What follows belongs to an exercise in optimizing a design on an open flow for small area; a production flow would make more cautious choices.
Function was checked by simulation only, so behaviour that the tests miss may differ from the original.
No run shown here takes its clock network from TritonCTS; it comes from the design's own scripts or RTL.
The clock port is modelled as an ideal driver, which makes a skipped or thinned clock tree look cheaper than it is; a real chip needs a root buffer or a tree.
Power and IR drop assume default switching activity.

## flow/config.mk

```make
export PLATFORM = sky130hd
export DESIGN_NAME = STI_DAC
export DESIGN_NICKNAME = STI_DAC
export VERILOG_FILES = /design/flow/design.v
export SDC_FILE = /design/flow/constraint.sdc
export NUM_CORES = 4
export LEC_CHECK = 0
export CAP_MARGIN = 20
export CORE_AREA = 2.3 2.72 57.5 59.84
export DIE_AREA = 0 0 59.8 62.56
export SLEW_MARGIN = 20
```

## flow/constraint.sdc

```tcl
create_clock -name core_clock -period 5.0 [get_ports {clk}]
set_input_delay 1.0000 -clock core_clock [delete_from_list [all_inputs] [get_ports {clk}]]
set_output_delay 1.0000 -clock core_clock [all_outputs]
set_load 0.01 [all_outputs]
```

## flow/design.v

```verilog
module STI_DAC(clk ,reset, load, pi_data, pi_length, pi_fill, pi_msb, pi_low, pi_end,
	       so_data, so_valid,
	       pixel_finish, pixel_dataout, pixel_addr,
	       pixel_wr);
input		clk, reset;
input		load, pi_msb, pi_low, pi_end;
input	[15:0]	pi_data;
input	[1:0]	pi_length;
input		pi_fill;
output		so_data;
output reg	so_valid;
output		pixel_finish;
output reg	pixel_wr;
output reg [7:0] pixel_addr;
output reg [7:0] pixel_dataout;
reg i0;
reg [2:1] i21n;
wire [2:1] i21 = ~i21n;
wire [2:0] i = {i21, i0};
reg [1:0] cn;
wire [1:0] c = ~cn;
wire done = i0 & ~so_valid;
wire early = pi_length[1] & ~(pi_fill ^ pi_msb);
wire byte_end = (i == 3'd7);
wire last = byte_end && (c == 2'd1);
wire zero = ~early ? c[1] : (pi_length[0] ? ~c[1] : (c == 2'd1));
wire hi = (pi_length == 2'd0) ? pi_low :
	(pi_msb ^ c[0] ^ (early & ~pi_length[0]));
assign so_data = ~zero & pi_data[{hi, i ^ {3{pi_msb}}}];
assign pixel_finish = done | (pixel_wr & (&pixel_addr));
always @(posedge clk or posedge reset) begin
	if (reset) begin
		so_valid <= 1'b0;
		pixel_wr <= 1'b0;
		i0 <= 1'b0;
	end
	else begin
		so_valid <= so_valid ? ~last : load;
		pixel_wr <= so_valid ? byte_end : (pi_end & ~pixel_finish);
		i0 <= so_valid ? ~i0 : pixel_finish;
	end
end
always @(posedge clk)
	pixel_addr <= reset ? 8'd0 : pixel_addr + {7'd0, pixel_wr};
always @(posedge clk) begin
	i21n <= ~(so_valid ? i21 + {1'b0, i0} : 2'd0);
	cn <= ~(so_valid ? c + {1'b0, byte_end} : {pi_length[1], ~pi_length[0]});
	pixel_dataout <= so_valid ? {pixel_dataout[6:0], so_data} : 8'd0;
end
endmodule
```

## flow/flow/run.sh

```bash
#!/bin/bash
# Standard ORFS layout, with these changes: the ABC step of the standard synthesis
# maps for area (flow/area.script) with no adder cells, the port buffers are buf_1 cells, and the
# clock reaches the registers through a single buffer (flow/cts.tcl) instead of
# CTS's tree.
set -euo pipefail
W=$(pwd)
cat > "$W/area_synth.tcl" <<EOT
proc abc {args} {
  set i [lsearch -exact \$args -script]
  if {\$i >= 0} { lset args [expr {\$i + 1}] $W/flow/area.script }
  yosys abc {*}\$args
}
source $W/synth_recipe.tcl
EOT
export CLOCK_BUFFER_CELL=sky130_fd_sc_hd__clkbuf_4 CLOCK_BUFFER_COUNT=3
bash standard.sh SYNTH_SCRIPT="$W/area_synth.tcl" \
  BUFFER_PORTS_ARGS="-buffer_cell sky130_fd_sc_hd__buf_1" \
  ADDER_MAP_FILE= PRE_CTS_TCL="$W/flow/cts.tcl" finish > "$W/standard.log" 2>&1
```

## flow/flow/area.script

```
strash
if -K 3
strash
refactor -z
irw
dch
amap -m
topo
```

## flow/flow/cts.tcl

```tcl
# Clock distribution in place of CTS's tree: the registers are split by
# position into CLOCK_BUFFER_COUNT groups, and one clock buffer placed at the
# centre of each group drives its clock pins. The clock port drives only these
# buffers. cts.tcl then legalises them and repairs timing as usual.
set block [ord::get_db_block]
set dbu [$block getDbUnitsPerMicron]
set flops {}
foreach inst [$block getInsts] {
  if {[[$inst getMaster] isSequential]} {
    set b [$inst getBBox]
    lappend flops [list [$inst getName] [expr {([$b xMin] + [$b xMax]) / 2.0 / $dbu}] \
      [expr {([$b yMin] + [$b yMax]) / 2.0 / $dbu}]]
  }
}
# split the registers in k groups of near equal size by recursive bisection
# along the wider side
proc clock_groups {flops k} {
  if {$k <= 1 || [llength $flops] <= 1} { return [list $flops] }
  set xs [lmap f $flops {lindex $f 1}]
  set ys [lmap f $flops {lindex $f 2}]
  set wx [expr {[tcl::mathfunc::max {*}$xs] - [tcl::mathfunc::min {*}$xs]}]
  set wy [expr {[tcl::mathfunc::max {*}$ys] - [tcl::mathfunc::min {*}$ys]}]
  set sorted [lsort -real -index [expr {$wx >= $wy ? 1 : 2}] $flops]
  set k1 [expr {$k / 2}]
  set n1 [expr {int(round(double([llength $flops]) * $k1 / $k))}]
  return [concat [clock_groups [lrange $sorted 0 [expr {$n1 - 1}]] $k1] \
    [clock_groups [lrange $sorted $n1 end] [expr {$k - $k1}]]]
}
set g 0
foreach group [clock_groups $flops $::env(CLOCK_BUFFER_COUNT)] {
  set pins {}
  set xs 0.0
  set ys 0.0
  foreach f $group {
    lappend pins [get_pins [lindex $f 0]/CLK]
    set xs [expr {$xs + [lindex $f 1]}]
    set ys [expr {$ys + [lindex $f 2]}]
  }
  set x [expr {$xs / [llength $group]}]
  set y [expr {$ys / [llength $group]}]
  insert_buffer -buffer_cell $::env(CLOCK_BUFFER_CELL) -net clk -load_pins $pins \
    -location [list $x $y] -buffer_name clkbuf_$g -net_name clknet_$g
  puts "clock buffer $g: $::env(CLOCK_BUFFER_CELL) at $x $y drives [llength $group] registers"
  incr g
}
foreach it [[$block findNet clk] getITerms] {
  [[[$it getInst] findITerm X] getNet] setSigType CLOCK
}
puts "the clock port drives [llength [[$block findNet clk] getITerms]] pins"
set_propagated_clock [all_clocks]
proc clock_tree_synthesis {args} { puts "clock_tree_synthesis skipped: the clock buffers are in place" }
```

## flow/standard.sh

```bash
#!/bin/bash
# synth_recipe.tcl (not shown) runs the flow's synth.tcl, then flattens the netlist and writes it again
# the make line also repeats each setting of config.mk as NAME=value (left out here)
make -C /OpenROAD-flow-scripts/flow DESIGN_CONFIG=/design/flow/config.mk WORK_HOME=/design/flow/orfs CLKGATE_MAP_FILE= SYNTH_SCRIPT=/design/flow/synth_recipe.tcl "${@:-finish}"
```

==> results of run 1 <==
-- stage by stage --
stage | instances | setup WS [ns] | total power (µW) | util | cell area [µm²]
4_1_cts | 191 | 0.9796 | 595.0 | 0.3706 | 1169
2_1_floorplan | 110 | 1.576 | 443.8 | - | 938.4
3_3_place_gp | 188 | 1.128 | 510.0 | 0.3635 | 1146
3_5_place_dp | 188 | 0.9834 | 519.8 | 0.3635 | 1146
6_report | 191 | 0.9486 | 589.6 | 0.3706 | 1169
5_1_grt | 191 | 0.5741 | 640.5 | 0.3706 | 1169
-- report_power, final --
group          switching (µW)  internal (µW)  total, µW
Sequential               40.7            240        281
Combinational             142           92.4        234
Clock                    45.7           28.7       74.4
-- final cells by class, without the clock buffers --
type,instances,area [µm²],area share
flip-flops and latches,23,475.5,0.4069
multi-input cells,78,429.2,0.3672
repair buffers,44,165.2,0.1413
well taps,34,42.54,0.03640
inverters,9,33.78,0.02891
-- layer usage --
layer | share of wire | track usage | up-vias
met2 | 0.43 | 0.1753 | 50
met5 | 0 | 0 | -
met3 | 0.078 | 0.01242 | 2
met4 | 0.0099 | 0.01667 | 0
li1 | - | - | 500
met1 | 0.48 | 0.1487 | 426
-- flip-flops by register name, summed over array words and instances, names as in the netlist --
name and cells:
so_valid 1, i0 1, i21n 2, pixel_wr 1, cn 2, pixel_addr 8, pixel_dataout 8
-- synth_stat cells (all sizes together) --
cell type	n	area, µm²
nor2b	8	50.05
and2	3	18.77
o211ai	2	15.01
o221ai	3	26.28
o21ai	8	40.04
clkinv	9	33.78
o32ai	2	17.52
and3	5	31.28
o22ai	12	75.07
dfxtp	20	400.4
nor2	14	52.55
nand2	6	22.52
nor3	7	35.03
a211oi	2	15.01
dfrtp	3	75.07
a21oi	6	30.03
-- logic make-up after synthesis --
group           synth area share
simple gates              0.2240
compound gates            0.2333
flops                     0.5067
buf+inv                  0.03600
-- critical path: stages --
cell and delay [ns]:
buf_1 0.13, clkinv_1 0.17, o22ai_1 0.54, clkinv_1 0.39, o22ai_1 0.30, o221ai_1 0.14
o21ai_0 0.13, a211oi_1 0.12, buf_1 0.15
-- worst max path at each step --
stage / endpoint / slack [ns] / cells after the start
2_1_floorplan: so_data / 1.58 / 7
3_3_place_gp: so_data / 1.13 / 9
3_5_place_dp: so_data / 0.98 / 9
4_1_cts: so_data / 0.98 / 9
5_1_grt: so_data / 0.57 / 9
6_report: so_data / 0.95 / 9
==> flow_summary.yaml, run 1 <==
status:
  status: "no timing/DRC/antenna violations"
setup_path:
  reg2reg_depth: 8
  cp_max_fo: 9
  critPathRequiredTime_ns: 4.00
  r2r_start: "i0$_DFF_PP0_"
  reg2reg_slack_ns: 2.56
  critPathLaunchType: "input port"
  worstSetupEndpointType: "output port"
  critPathLaunch: "pi_msb"
  critical_path_class: "in2out"
  arrival_ns: 3.05
  r2r-end: "pixel_dataout[0]$_SDFF_PN0_"
drt:
  dr.pass1.iters: 4
  via_count: 978
  routedWlPerCell_um: 11.09
  vias_per_cell: 5.120
  routed_wl_mm: 2.119
  ant_nets: 0
  drc: 0
  first_iter_violations: 25
cts:
  postCtsSetupBuffers: 0
  clkLatencyLatePin_ns: 0.15
  cts-resized-gates: 0
  path_clk_slew_ns: 0.07
  holdBufCountCts: 0
power_and_ir_drop:
  p_leak_uw: 0.0004169
  ir_worst_vdd_mv: 0.1816
  pwr_density_cell_nw_per_um2: 504.5
yosys:
  yosys_register_bits: 23
  synthCells: 110
  yosysWarnings: 1
  ys_types: 16
  syn_area_um2: 938.4
  syn_area_per_cell_um2: 8.531
  ys_seq_area_frac: 0.5067
  syn_nets: 135
global_route:
  grt_pass1_wl_mm: 3.401
  grt_antenna_before_repair: 0
  grt_overflow_total: 0
  gr-usage-all-layers: 0.1061
  grt_start_max_net_pins: 14
  grt_pass1_vias: 845
sta:
  whs_ns: 0.4663
  finalHoldViolCount: 0
  setup_viol: 0
  tns_ns: 0
  slew_headroom: 0.5639
  worst_pin_slew_ns: 0.6542
  post-route-period-util: 0.8103
  slew_violations: 0
  period_needed_ns: 4.051
  fin_skew_ns: 0.01391
  fmax_ghz: 0.2468
  rsz0062_at_grt: "no"
floorplan:
  die-area_um2: 3741
  num_rows: 21
  core-area_um2: 3153
  start_util: 0.2976
  die_w_um: 59.80
  io_pins: 45
  die_h_um: 62.56
min_path:
  min_from: "pixel_dataout[5]$_SDFF_PN0_"
  min_path_cells: 1
  hp-class: "reg2reg"
  min_to: "pixel_dataout[6]$_SDFF_PN0_"
cells_and_area:
  drive_gt1_frac: 0.01911
  layout_common_cells: "buf_1, dfxtp_1, nor2_1"
  antenna_cells: 0
  fillCellCount: 349
  area_growth_pct: 24.53
  layout_commonest_cell: "buf_1"
  nets: 184
placed_design:
  hpwl_mm: 1.674
  numPortBuffers: 44
  place_congestion: 0.7419
flow_run:
  drv_cap: 0
==> run 2: changes to the inputs <==
--- a/flow/flow/run.sh
+++ b/flow/flow/run.sh
@@ -15,3 +15,3 @@
 EOT
-export CLOCK_BUFFER_CELL=sky130_fd_sc_hd__clkbuf_4 CLOCK_BUFFER_COUNT=3
+export CLOCK_BUFFER_CELL=sky130_fd_sc_hd__buf_4 CLOCK_BUFFER_COUNT=2
 bash standard.sh SYNTH_SCRIPT="$W/area_synth.tcl" \
==> flow_summary.yaml, run 2 <==
power_and_ir_drop:
  power_frac_comb: 0.403
  p_switching_uw: 227.1
  totalPowerFinal_uw: 580.7
  intPower_uw: 353.6
  ir_worst_vdd_mv: 0.2012
  p_leak_uw: 0.0004127
  seqPwrFrac: 0.484
  pwr_density_cell_nw_per_um2: 500.1
  clockPowerShare: 0.113
  p_sw_frac: 0.3911
flow_run:
  drv_cap: 0
yosys:
  syn_area_um2: 938.4
  synth_enable_flop_cells: 0
  yosys.area.top_type_share: 0.4267
  ys_types: 16
  synthTopCellsByArea: "dfxtp_1, dfrtp_1, o22ai_1"
  yosysMostFrequentCell: "dfxtp_1"
  syn_nets: 135
  synthCells: 110
  postSynth.asyncResetShare: 0.1304
  yosysWarnings: 1
  yosys_register_bits: 23
  synth_commonest_cells: "dfxtp_1, nor2_1, o22ai_1, clkinv_1"
  synth_top_area_cell: "dfxtp_1"
  ys.flop_type: "dfxtp_1"
  syn_area_per_cell_um2: 8.531
  ys_seq_area_frac: 0.5067
global_route:
  grt_antenna_before_repair: 0
  grt_start_max_net_pins: 14
  gr-usage-all-layers: 0.1057
  grt_overflow_total: 0
  grt_pass1_wl_mm: 3.387
  grt_pass1_vias: 839
cells_and_area:
  design_area_um2: 1161
  ff_latch_area_um2: 475.5
  area_growth_pct: 23.73
  reg_top3: "pixel_addr x8, pixel_dataout x8"
  fin_util: 0.3683
  multi_input_area_um2: 429.2
  nets: 183
  drive_gt1_frac: 0.01282
  layout_common_cells: "buf_1, dfxtp_1, nor2_1"
  fillCellCount: 347
  layout_commonest_cell: "buf_1"
  antenna_cells: 0
drt:
  ant_nets: 0
  vias_per_cell: 5.074
  via_count: 964
  dr.pass1.iters: 4
  drc: 0
  first_iter_violations: 32
  routedWlPerCell_um: 11.01
  routed_wl_mm: 2.092
floorplan:
  core-area_um2: 3153
  die_h_um: 62.56
  die_w_um: 59.80
  start_util: 0.2976
  io_pins: 45
  num_rows: 21
  die-area_um2: 3741
sta:
  setup_viol: 0
  fin_skew_ns: 0.01450
  tns_ns: 0
  period_needed_ns: 4.051
  fmax_ghz: 0.2468
  slew_violations: 0
  finalHoldViolCount: 0
  post-route-period-util: 0.8102
  rsz0062_at_grt: "no"
  worst_pin_slew_ns: 0.6531
  slew_headroom: 0.5646
cts:
  path_clk_slew_ns: 0.09
  holdBufCountCts: 0
  postCtsSetupBuffers: 0
  clkLatencyLatePin_ns: 0.15
  cts-resized-gates: 0
setup_path:
  critical_path_class: "in2out"
  critPathLaunch: "pi_msb"
  critPathLaunchType: "input port"
  arrival_ns: 3.05
  critPathRequiredTime_ns: 4.00
  cp_max_fo: 9
  worstSetupEndpointType: "output port"
  r2r_start: "i0$_DFF_PP0_"
placed_design:
  place_congestion: 0.7419
  hpwl_mm: 1.674
  dpl_cell_area_um2: 1146
  numPortBuffers: 44
status:
  status: "no timing/DRC/antenna violations"
min_path:
  min_from: "pixel_dataout[5]$_SDFF_PN0_"
  hp-class: "reg2reg"
run 2: cell type report, without the clock buffers:
class | instances | share of cell area
Inverter | 9 | 0.02909
Multi-Input combinational cell | 78 | 0.3696
Sequential cell | 23 | 0.4095
Tap cell | 34 | 0.03664
Timing Repair Buffer | 44 | 0.1422
run 2: path summary, 6_finish.rpt:
path / endpoint / slack, ns / cells after the start
setup / recovery: so_data / 0.95 / 9
hold reg to reg: pixel_dataout[6]$_SDFF_PN0_ / 0.47 / 1
min in group asynchronous: pixel_wr$_DFF_PP0_ / 0.82 / 2
max in group asynchronous: so_valid$_DFF_PP0_ / 4.04 / 2
setup reg to reg: pixel_dataout[0]$_SDFF_PN0_ / 2.56 / 8
hold / removal: pixel_dataout[6]$_SDFF_PN0_ / 0.47 / 1
run 2: through the flow:
step	hold slack, ns	std cells	worst slack, ns
after floorplan	0.4542	110	1.576
after global placement	0.4422	188	1.128
after detailed placement	0.4544	188	0.9834
after CTS	0.4703	190	0.9796
after global routing	0.4866	190	0.5741
final	0.4688	190	0.9489
run 2: power by group through the flow:
stage / combinational, µW / clock [µW] / sequential (µW)
after floorplan: 150 / 0 / 293
after global placement: 228 / 0 / 282
after detailed placement: 234 / 0 / 286
after CTS: 236 / 68.0 / 282
after global routing: 266 / 77.2 / 290
final: 234 / 65.7 / 281
run 2: critical path, cell delays in order:
cell and delay, ns:
buf_1 0.13, clkinv_1 0.17, o22ai_1 0.53, clkinv_1 0.39, o221ai_1 0.27, a21oi_1 0.10
a211oi_1 0.22, a211oi_1 0.09, buf_1 0.15
run 2: cells by family after synthesis:
kind of cell,count (synthesis),share of synthesized area
and+or+nand+nor,43,0.2240
AOI/OAI and AO/OA,35,0.2333
DFF,23,0.5067
buffers and inverters,9,0.03600
run 2: layer usage:
layer / GRT usage / share of wire
met3: 0.008282 / 0.073
met4: 0.01389 / 0.014
met2: 0.1739 / 0.43
met5: 0 / 0
met1: 0.1526 / 0.48
==> run 3: changes to the inputs <==
--- a/flow/design.v
+++ b/flow/design.v
@@ -37,3 +37,3 @@
 	else begin
-		so_valid <= so_valid ? ~last : load;
+		so_valid <= (so_valid & ~last) | load;
 		pixel_wr <= so_valid ? byte_end : (pi_end & ~pixel_finish);
==> flow/flow/area.script (replaced) <==
strash
refactor -z
dch
amap -m
topo
==> flow_summary.yaml, run 3 <==
yosys:
  yosys_register_bits: 23
  synth_enable_flop_cells: 0
  ys_types: 17
  ys_seq_area_frac: 0.5101
  yosys.area.top_type_share: 0.4295
  ys.flop_type: "dfxtp_1"
  synth_top_area_cell: "dfxtp_1"
  syn_area_per_cell_um2: 8.552
  yosysWarnings: 1
  postSynth.asyncResetShare: 0.1304
  synthCells: 109
  syn_nets: 134
  yosysMostFrequentCell: "dfxtp_1"
  synth_commonest_cells: "dfxtp_1, nor2_1, o22ai_1, clkinv_1, o21ai_0"
  synthTopCellsByArea: "dfxtp_1, dfrtp_1, o22ai_1"
  syn_area_um2: 932.1
global_route:
  use_met2: 0.1861
  grt_pass1_wl_mm: 3.422
  grt_pass1_vias: 833
  gr-usage-all-layers: 0.1069
  grt_start_max_net_pins: 13
  gr-usage-met3: 0.01449
  grt-busiest-layer: "met2"
  grt_antenna_before_repair: 0
  grt_overflow_total: 0
  gr-usage-met1: 0.1421
drt:
  vias_per_cell: 4.915
  routed_wl_mm: 2.005
  first_iter_violations: 19
  ant_nets: 0
  routedWlPerCell_um: 10.61
  drc: 0
  via_count: 929
  dr.pass1.iters: 4
cts:
  path_clk_slew_ns: 0.09
  cts-resized-gates: 0
  postCtsSetupBuffers: 0
  holdBufCountCts: 0
  clkLatencyLatePin_ns: 0.15
placed_design:
  dpl_cell_area_um2: 1140
  hpwl_mm: 1.663
  numPortBuffers: 44
  place_congestion: 0.7498
setup_path:
  r2r_start: "i0$_DFF_PP0_"
  worstSetupEndpointType: "output port"
  cp_max_fo: 9
  critical_path_class: "in2out"
  reg2reg_depth: 8
  critPathLaunch: "pi_msb"
  arrival_ns: 3.06
  reg2reg_slack_ns: 2.57
  critPathRequiredTime_ns: 4.00
  r2r-end: "pixel_dataout[0]$_SDFF_PN0_"
  critPathLaunchType: "input port"
sta:
  rsz0062_at_grt: "no"
  period_needed_ns: 4.056
  worst_pin_slew_ns: 0.6681
  slew_headroom: 0.5546
  fin_skew_ns: 0.01443
  slew_violations: 0
  setup_viol: 0
  tns_ns: 0
  fmax_ghz: 0.2466
  finalHoldViolCount: 0
  post-route-period-util: 0.8111
cells_and_area:
  layout_commonest_cell: "buf_1"
  layout_common_cells: "buf_1, dfxtp_1, nor2_1"
  antenna_cells: 0
  area_growth_pct: 23.89
  reg_top3: "pixel_addr x8, pixel_dataout x8"
  design_area_um2: 1155
  nets: 182
  drive_gt1_frac: 0.01290
min_path:
  hp-class: "reg2reg"
  min_from: "pixel_dataout[0]$_SDFF_PN0_"
  min_path_cells: 1
  min_to: "pixel_dataout[1]$_SDFF_PN0_"
floorplan:
  core-area_um2: 3153
  die_h_um: 62.56
  die-area_um2: 3741
  num_rows: 21
  start_util: 0.2956
  die_w_um: 59.80
  io_pins: 45
power_and_ir_drop:
  p_leak_uw: 0.0004131
  ir_worst_vdd_mv: 0.1622
  pwr_density_cell_nw_per_um2: 512.2
status:
  status: "no timing/DRC/antenna violations"
flow_run:
  drv_cap: 0
==> run 3: cell types whose count changed in the layout (fill, tap and decap cells not counted) <==
cell	change
a21oi_1	+1
and2_0	-1
nand2_1	-1
nor2_1	-1
o21ai_0	+1
o32ai_1	-1
or2_0	+1
==> run 3: cell families after synthesis <==
logic type,count (synthesis),share of synthesized area
AO/OA/AOI/OAI,36,0.2362
buffers and inverters,9,0.03624
flip-flops,23,0.5101
AND/OR/NAND/NOR,41,0.2175
==> run 3: final cells by class, without the clock buffers <==
class | instances | area [µm²]
Multi-Input combinational cell | 77 | 422.9
Timing Repair Buffer | 44 | 165.2
Inverter | 9 | 33.78
Tap cell | 34 | 42.54
Fill cell | 366 | 1998
Sequential cell | 23 | 475.5
==> run 3: worst max-delay path by stage <==
| stage | endpoint | depth (start not counted) |
|---|---|---|
| floorplan | so_data | 7 |
| global placement | so_data | 9 |
| detailed placement | so_data | 9 |
| CTS | so_data | 9 |
| global route | so_data | 9 |
| finish | so_data | 9 |
==> run 3: routing by layer <==
layer / part of all wire / up-vias
met1: 0.44 / 394
met5: 0 / -
met3: 0.089 / 2
li1: - / 491
met4: 0.013 / 0
met2: 0.45 / 42
==> run 3: stage by stage <==
step	util	hold WS, ns	setup WS [ns]	power, µW	cells
2_1_floorplan	-	0.4542	1.576	455.6	109
3_3_place_gp	0.3615	0.4424	1.125	523.6	187
3_5_place_dp	0.3615	0.4531	0.9668	534.3	187
4_1_cts	0.3663	0.4717	0.9687	600.2	189
5_1_grt	0.3663	0.4875	0.6245	647.9	189
6_report	0.3663	0.4652	0.9444	591.6	189
==> run 3: power breakdown <==
| group | total [µW] | switching [µW] | internal [µW] |
|---|---|---|---|
| Sequential | 287 | 40.2 | 247 |
| Clock | 64.9 | 43.8 | 21.1 |
| Combinational | 239 | 142 | 97.4 |
| Total | 592 | 226 | 366 |
==> run 3: worst max-delay path, stage by stage <==
cell and delay [ns]:
buf_1 0.12, clkinv_1 0.17, o22ai_1 0.55, clkinv_1 0.39, o221ai_1 0.27, a21oi_1 0.10
a211oi_1 0.23, a211oi_1 0.09, buf_1 0.15
==> run 4: changes to the inputs <==
--- a/flow/design.v
+++ b/flow/design.v
@@ -34,2 +34,3 @@
 		pixel_wr <= 1'b0;
+		pixel_addr <= 8'd0;
 		i0 <= 1'b0;
@@ -39,2 +40,3 @@
 		pixel_wr <= so_valid ? byte_end : (pi_end & ~pixel_finish);
+		pixel_addr <= pixel_addr + {7'd0, pixel_wr};
 		i0 <= so_valid ? ~i0 : pixel_finish;
@@ -42,4 +44,2 @@
 end
-always @(posedge clk)
-	pixel_addr <= reset ? 8'd0 : pixel_addr + {7'd0, pixel_wr};
 always @(posedge clk) begin
==> flow_summary.yaml, run 4 <==
status:
  status: "no timing/DRC/antenna violations"
drt:
  dr.pass1.iters: 4
  routed_wl_mm: 2.102
  first_iter_violations: 36
  ant_nets: 0
  drc: 0
  via_count: 946
  vias_per_cell: 5.005
  routedWlPerCell_um: 11.12
sta:
  rsz0062_at_grt: "no"
  fin_skew_ns: 0.006412
  finalHoldViolCount: 0
  worst_pin_slew_ns: 0.6564
  layout_setup_ws_ns: 0.8629
  slew_headroom: 0.5624
  fmax_ghz: 0.2417
  slew_violations: 0
  period_needed_ns: 4.137
  tns_ns: 0
  setup_viol: 0
  post-route-period-util: 0.8274
cells_and_area:
  drive_gt1_frac: 0.01290
  layout_common_cells: "buf_1, nor2_1, o22ai_1"
  design_area_um2: 1185
  reg_top3: "pixel_addr x8, pixel_dataout x8"
  multi_input_area_um2: 405.4
  antenna_cells: 0
  nets: 182
  fillCellCount: 353
  ff_latch_area_um2: 515.5
  area_growth_pct: 23.15
  layout_commonest_cell: "buf_1"
  fin_util: 0.3758
global_route:
  grt_antenna_before_repair: 0
  grt_overflow_total: 0
  grt_pass1_vias: 847
  gr-usage-all-layers: 0.1081
  grt_pass1_wl_mm: 3.436
  grt_start_max_net_pins: 13
setup_path:
  critical_path_class: "in2out"
  critPathLaunchType: "input port"
  r2r_start: "i0$_DFF_PP0_"
  worstSetupEndpointType: "output port"
  cp_slowest_cell: "o22ai_1"
  critPathLaunch: "pi_msb"
  arrival_ns: 3.14
  crit_top_cell: "o22ai_1"
  critPathRequiredTime_ns: 4.00
  crit_path_max_incr_delay_ns: 0.54
  cp_cell_sequence: "buf_1, clkinv_1, o22ai_1, clkinv_1, o22ai_1, o22ai_1, a221oi_1, a211oi_1, buf_1"
  cp_max_fo: 9
yosys:
  synthTopCellsByArea: "dfrtp_1, dfxtp_1, o22ai_1"
  ys_types: 17
  ys.flop_type: "dfxtp_1"
  syn_area_per_cell_um2: 8.827
  ys_seq_area_frac: 0.5358
  yosysWarnings: 1
  postSynth.asyncResetShare: 0.4783
  synth_enable_flop_cells: 0
  syn_area_um2: 962.2
  yosys.area.top_type_share: 0.2861
  synthCells: 109
  syn_nets: 134
  yosys_register_bits: 23
  synth_top_area_cell: "dfrtp_1"
  synth_commonest_cells: "nor2_1, o22ai_1, dfxtp_1, clkinv_1, dfrtp_1"
placed_design:
  place_congestion: 0.8814
  dpl_cell_area_um2: 1170
  hpwl_mm: 1.722
  dpl_worst_slack_ns: 0.8769
  numPortBuffers: 44
power_and_ir_drop:
  ir_worst_vdd_mv: 0.1769
  intPower_uw: 406.5
  clockPowerShare: 0.097
  p_switching_uw: 273.0
  power_frac_comb: 0.433
  pwr_density_cell_nw_per_um2: 573.5
  seqPwrFrac: 0.470
  p_leak_uw: 0.0004620
  totalPowerFinal_uw: 679.5
  p_sw_frac: 0.4018
floorplan:
  core-area_um2: 3153
  num_rows: 21
  start_util: 0.3052
  die_w_um: 59.80
  die-area_um2: 3741
  io_pins: 45
  die_h_um: 62.56
cts:
  cts-resized-gates: 0
  postCtsSetupBuffers: 0
  holdBufCountCts: 0
  clkLatencyLatePin_ns: 0.14
  path_clk_slew_ns: 0.10
flow_run:
  drv_cap: 0
min_path:
  min_from: "pixel_dataout[6]$_SDFF_PN0_"
  hp-class: "reg2reg"
## run 4: cell count changes in the layout (fill, tap and decap cells not counted)
cell / before / now
nor3_1: 7 / 0
nor2_1: 13 / 18
a211oi_1: 2 / 1
o221ai_1: 3 / 0
dfxtp_1: 20 / 12
clkinv_1: 9 / 11
o22ai_1: 12 / 18
o21a_1: 0 / 1
dfrtp_1: 3 / 11
o21ai_0: 9 / 6
a221oi_1: 0 / 1
and3_1: 5 / 4
## run 4: metrics by stage
step	hold slack, ns	cells
2_1_floorplan	0.4542	109
3_3_place_gp	0.4430	187
3_5_place_dp	0.4549	187
4_1_cts	0.4717	189
5_1_grt	0.4799	189
6_report	0.4699	189
## run 4: final timing paths
kind / endpoint / slack [ns] / cells after the start
max in group asynchronous: pixel_addr[0]$_DFF_PP0_ / 4.04 / 2
worst min-delay path: pixel_dataout[7]$_SDFF_PN0_ / 0.47 / 1
worst max register to register: pixel_dataout[0]$_SDFF_PN0_ / 2.54 / 8
min in group asynchronous: pixel_addr[5]$_DFF_PP0_ / 0.74 / 2
worst min register to register: pixel_dataout[7]$_SDFF_PN0_ / 0.47 / 1
worst max-delay path: so_data / 0.86 / 9
## run 4: critical path: cells and delay by family
| family | cells | cell delay, ns |
|---|---|---|
| AOI/OAI and AO/OA | 5 | 1.27 |
| buffers and inverters | 4 | 0.86 |
## run 4: final cells by class, without the clock buffers
cell class / count / area share
flip-flops and latches: 23 / 0.4351
multi-input cells: 75 / 0.3421
repair buffers: 44 / 0.1394
well taps: 34 / 0.03590
inverters: 11 / 0.03485
## run 4: power by group through the flow
stage	registers, µW	clock network [µW]	logic [µW]
after detailed placement	324	0	297
after global routing	332	75.5	336
after global placement	320	0	287
after CTS	320	68.8	298
final	319	65.8	294
after floorplan	344	0	180
## run 4: logic make-up (layout without fill, tap and decap cells)
logic type      count (synthesis)  in the layout  share of synthesized area
compound gates                 37             37                     0.2341
simple gates                   38             38                     0.1873
buf+inv                        11             57                    0.04291
flops                          23             23                     0.5358
## run 4: metal layers
| layer | vias to the layer above | track usage | routed length, µm |
|---|---|---|---|
| met3 | 2 | 0.006211 | 147 |
| met2 | 37 | 0.1943 | 984 |
| li1 | 481 | - | - |
| met4 | 0 | 0.01389 | 24 |
| met1 | 426 | 0.1423 | 946 |
| met5 | - | 0 | 0 |

==> separate check: timing with driven ports <==
Ports are ideal in the flow. The routed layouts listed here were re-timed in OpenROAD.
Step 1: set_driving_cell puts a clkbuf_16 on clk and a buf_2 on each other input, an assumption about the parent block.
Step 2 times the ports against the registers' clock, not the clock port: input delays grow and output delays shrink by t, the midpoint of the rising clock arrivals with the driver on.
Slacks: ideal ports / drivers / drivers and shift; pairs: ideal ports / drivers.
run	t (ns)	setup slack, ns	hold WS [ns]	latest minus earliest clock arrival (ns)	worst register clock-pin slew, ns
run 1	0.180	0.949 / 0.920 / 0.920	0.466 / 0.466 / 0.466	0.014 / 0.014	0.09 / 0.09
run 2	0.167	0.949 / 0.920 / 0.920	0.469 / 0.469 / 0.469	0.015 / 0.014	0.11 / 0.11
run 3	0.165	0.944 / 0.917 / 0.917	0.465 / 0.465 / 0.465	0.015 / 0.014	0.11 / 0.11
run 4	0.168	0.863 / 0.837 / 0.837	0.470 / 0.470 / 0.470	0.006 / 0.007	0.11 / 0.11
After both steps setup and hold are still met in every run listed.
